What follows belongs to an exercise in optimizing a design on an open flow for small area; a production flow would make more cautious choices. In this exercise RTL edits were held to simulation tests only and were not proved equivalent to the original. The flow treats the clock pin as an ideal source. Dropping or thinning the clock tree relies on that and would not hold on a real chip. Power is estimated from default activity; no workload was simulated.

==> flow/design.v (excerpt) <==
module apb_periph
  (
   input wire        pclk,
   input wire        preset_n,
   input wire        penable,
   input wire [7:0]  paddr,
   input wire        pwrite,
   input wire [31:0] pwdata,
   input wire [3:0]  pstrb,
   input wire [2:0]  pprot,
   input wire        psel1,
   output wire [31:0] prdata1,
   output wire       pready1,
   input wire        psel2,
   output wire [31:0] prdata2,
   output wire       pready2,
   output wire       led
);
==> flow/config.mk <==
export PLATFORM = sky130hd
export DESIGN_NAME = apb_periph
export DESIGN_NICKNAME = apb_periph
export VERILOG_FILES = /design/flow/design.v
export SDC_FILE = /design/flow/constraint.sdc
export NUM_CORES = 4
export LEC_CHECK = 0
export CAP_MARGIN = 20
export CORE_MARGIN = 2
export CORE_UTILIZATION = 40
export SLEW_MARGIN = 20
==> flow/constraint.sdc <==
create_clock -name core_clock -period 5.0 [get_ports {pclk}]
set_input_delay 1.0000 -clock core_clock [delete_from_list [all_inputs] [get_ports {pclk}]]
set_output_delay 1.0000 -clock core_clock [all_outputs]
set_load 0.01 [all_outputs]
standard.sh (not shown) runs the stock make flow with config.mk's settings and CLKGATE_MAP_FILE= SYNTH_SCRIPT=/design/flow/synth_recipe.tcl, a recipe that flattens the netlist after the stock synthesis.
==> flow/flow/run.sh <==
#!/bin/bash
# Standard ORFS layout with these changes:
#  - synthesis maps logic with an area-oriented ABC script (flow/abc.script)
#    in place of ORFS's speed script; everything else in synthesis, and so
#    every register, is as the standard synthesis makes it;
#  - ports are buffered with the smallest buffer (buf_1);
#  - after clock tree synthesis, flow/myclk.tcl replaces the tree with a
#    two-level inverter tree: the clock port drives one root inverter,
#    which drives 10 leaf inverters, each driving the clock pins of one
#    spatial group of about 18 registers.
set -euo pipefail
W=$(pwd)
rm -rf "$W/scripts_abc"
cp -r "$FLOW_HOME/scripts" "$W/scripts_abc"
cp "$W/flow/abc.script" "$W/scripts_abc/abc_speed.script"
bash standard.sh "SCRIPTS_DIR=$W/scripts_abc" synth > synth.log 2>&1
export MYCLK_NLEAF=10 MYCLK_NX=5
export MYCLK_CELL=sky130_fd_sc_hd__inv_8 MYCLK_ROOT=sky130_fd_sc_hd__inv_8
bash standard.sh \
  "BUFFER_PORTS_ARGS=-buffer_cell sky130_fd_sc_hd__buf_1" \
  "CTS_ARGS=-sink_clustering_enable -repair_clock_nets -dont_use_dummy_load -buf_list sky130_fd_sc_hd__clkbuf_8" \
  "POST_CTS_TCL=$W/flow/myclk.tcl" \
  finish > layout.log 2>&1
==> flow/flow/abc.script <==
strash
&get -n
&st
&syn3
&dch -f
&nf -R 1000
&put
==> flow/flow/myclk.tcl <==
# Replace the clock tree that CTS built (run as ORFS's POST_CTS_TCL hook).
# The clock port drives one root cell (MYCLK_ROOT, if set; else the port
# drives the leaves directly), which drives MYCLK_NLEAF leaf cells
# (MYCLK_CELL), each driving the clock pins of one spatial group of
# registers and placed at the group's centroid.  The groups are
# MYCLK_NX columns by x, each split into rows by y, with equal counts.
# Root and leaf are both inverters or both buffers, so the registers see
# the clock with its own polarity.

proc outpin {inst} {
  set t [$inst findITerm X]
  if {$t eq "NULL" || $t eq ""} { set t [$inst findITerm Y] }
  return $t
}
set nleaf [expr {[info exists ::env(MYCLK_NLEAF)] ? $::env(MYCLK_NLEAF) : 4}]
set leafcell [expr {[info exists ::env(MYCLK_CELL)] ? $::env(MYCLK_CELL) : "sky130_fd_sc_hd__clkbuf_16"}]
set block [ord::get_db_block]
set db [ord::get_db]
set clknet [$block findNet pclk]
# 1. remove the buffers CTS inserted, moving their loads to their input net
set changed 1
while {$changed} {
  set changed 0
  foreach inst [$block getInsts] {
    set mname [[$inst getMaster] getName]
    if {![string match "clkbuf_*" [$inst getName]] || ![string match "sky130_fd_sc_hd__clkbuf_*" $mname]} continue
    set in [[$inst findITerm A] getNet]
    set out [[$inst findITerm X] getNet]
    foreach it [$out getITerms] {
      if {[$it getInst] eq $inst} continue
      $it disconnect
      $it connect $in
    }
    [$inst findITerm A] disconnect
    [$inst findITerm X] disconnect
    odb::dbInst_destroy $inst
    odb::dbNet_destroy $out
    set changed 1
    break
  }
}
# 2. the clock pins now on the port's net
set sinks {}
foreach it [$clknet getITerms] {
  set inst [$it getInst]
  set bb [$inst getBBox]
  lappend sinks [list $it [expr {([$bb xMin]+[$bb xMax])/2}] [expr {([$bb yMin]+[$bb yMax])/2}]]
}
puts "myclk: [llength $sinks] sinks on pclk"
# 3. split into groups: by x into nx columns, each by y into ny rows
proc split_by {lst idx n} {
  set s [lsort -integer -index $idx $lst]
  set out {}
  set len [llength $s]
  for {set i 0} {$i < $n} {incr i} {
    lappend out [lrange $s [expr {$i*$len/$n}] [expr {($i+1)*$len/$n - 1}]]
  }
  return $out
}
set nx [expr {[info exists ::env(MYCLK_NX)] ? $::env(MYCLK_NX) : 2}]
set ny [expr {$nleaf / $nx}]
set rootcell [expr {[info exists ::env(MYCLK_ROOT)] ? $::env(MYCLK_ROOT) : ""}]
set srcnet $clknet
if {$rootcell ne ""} {
  set rm [$db findMaster $rootcell]
  set die [$block getDieArea]
  set root [odb::dbInst_create $block $rm "clkbuf_root_my"]
  $root setLocation [expr {([$die xMin]+[$die xMax])/2}] [expr {([$die yMin]+[$die yMax])/2}]
  $root setPlacementStatus PLACED
  set srcnet [odb::dbNet_create $block "clknet_my_root"]
  $srcnet setSigType CLOCK
  [$root findITerm A] connect $clknet
  [outpin $root] connect $srcnet
}
set groups {}
foreach col [split_by $sinks 1 $nx] { foreach g [split_by $col 2 $ny] { lappend groups $g } }
set master [$db findMaster $leafcell]
set k 0
foreach g $groups {
  set sx 0; set sy 0
  foreach s $g { set sx [expr {$sx + [lindex $s 1]}]; set sy [expr {$sy + [lindex $s 2]}] }
  set cx [expr {$sx / [llength $g]}]; set cy [expr {$sy / [llength $g]}]
  set buf [odb::dbInst_create $block $master "clkbuf_leaf_my_$k"]
  $buf setLocation [expr {$cx - [$master getWidth]/2}] [expr {$cy - [$master getHeight]/2}]
  $buf setPlacementStatus PLACED
  set net [odb::dbNet_create $block "clknet_my_$k"]
  $net setSigType CLOCK
  foreach s $g { set it [lindex $s 0]; $it disconnect; $it connect $net }
  [outpin $buf] connect $net
  [$buf findITerm A] connect $srcnet
  puts "myclk: leaf $k [llength $g] sinks at $cx $cy"
  incr k
}
detailed_placement
estimate_parasitics -placement
Rerun with:
--- a/flow/flow/run.sh
+++ b/flow/flow/run.sh
@@ -7,6 +7,6 @@
 #  - after clock tree synthesis, flow/myclk.tcl replaces the tree with a
 #    two-level inverter tree: the clock port drives one root inverter,
-#    which drives 10 leaf inverters, each driving the clock pins of one
-#    spatial group of about 18 registers.
+#    which drives 8 leaf inverters, each driving the clock pins of one
+#    spatial group of about 22 registers.
 set -euo pipefail
 W=$(pwd)
@@ -15,6 +15,6 @@
 cp "$W/flow/abc.script" "$W/scripts_abc/abc_speed.script"
 bash standard.sh "SCRIPTS_DIR=$W/scripts_abc" synth > synth.log 2>&1
-export MYCLK_NLEAF=10 MYCLK_NX=5
-export MYCLK_CELL=sky130_fd_sc_hd__inv_8 MYCLK_ROOT=sky130_fd_sc_hd__inv_8
+export MYCLK_NLEAF=8 MYCLK_NX=4
+export MYCLK_CELL=sky130_fd_sc_hd__inv_12 MYCLK_ROOT=sky130_fd_sc_hd__inv_8
 bash standard.sh \
   "BUFFER_PORTS_ARGS=-buffer_cell sky130_fd_sc_hd__buf_1" \
==> flow/flow/abc.script (replaced) <==
strash
&get -n
&st
&synch2
&dch -f
&nf -R 1000
&put
After rerunning: Critical path depth is unchanged; combinational power stays flat; power increases by 1.2%; first-iteration DRC count is higher by 110%; register-to-register slack got worse by 350 ps; core utilization increases by 0.16 points; sequential power barely changes; synthesized area rose by 0.64%; routed wire length is higher by 4.4%.
In every run of this note, the design's own scripts or RTL, not TritonCTS, make the clock network.

==> separate check: timing with driven ports <==
In the flow no input, the clock included, has a driving cell. The finished layouts below were timed again as built, in two steps. Step 1 assumes that a clkbuf_16 drives the clock port and a buf_2 every other input. Step 2 times the ports against the registers' clock, not the clock port: input delays grow and output delays shrink by t, the midpoint of the rising clock arrivals with the driver on. Slacks: ideal / step 1 / step 2; pairs: ideal / step 1.
run | t, ns | setup WS [ns] | worst hold slack (ns) | pins driven straight from the clock port
the first run | 0.284 | 1.389 / 1.337 / 1.545 | 0.349 / 0.349 / 0.349 | 1
the second run | 0.299 | 1.237 / 1.183 / 1.272 | 0.348 / 0.348 / 0.348 | 1
After both steps every run listed still meets setup and hold.
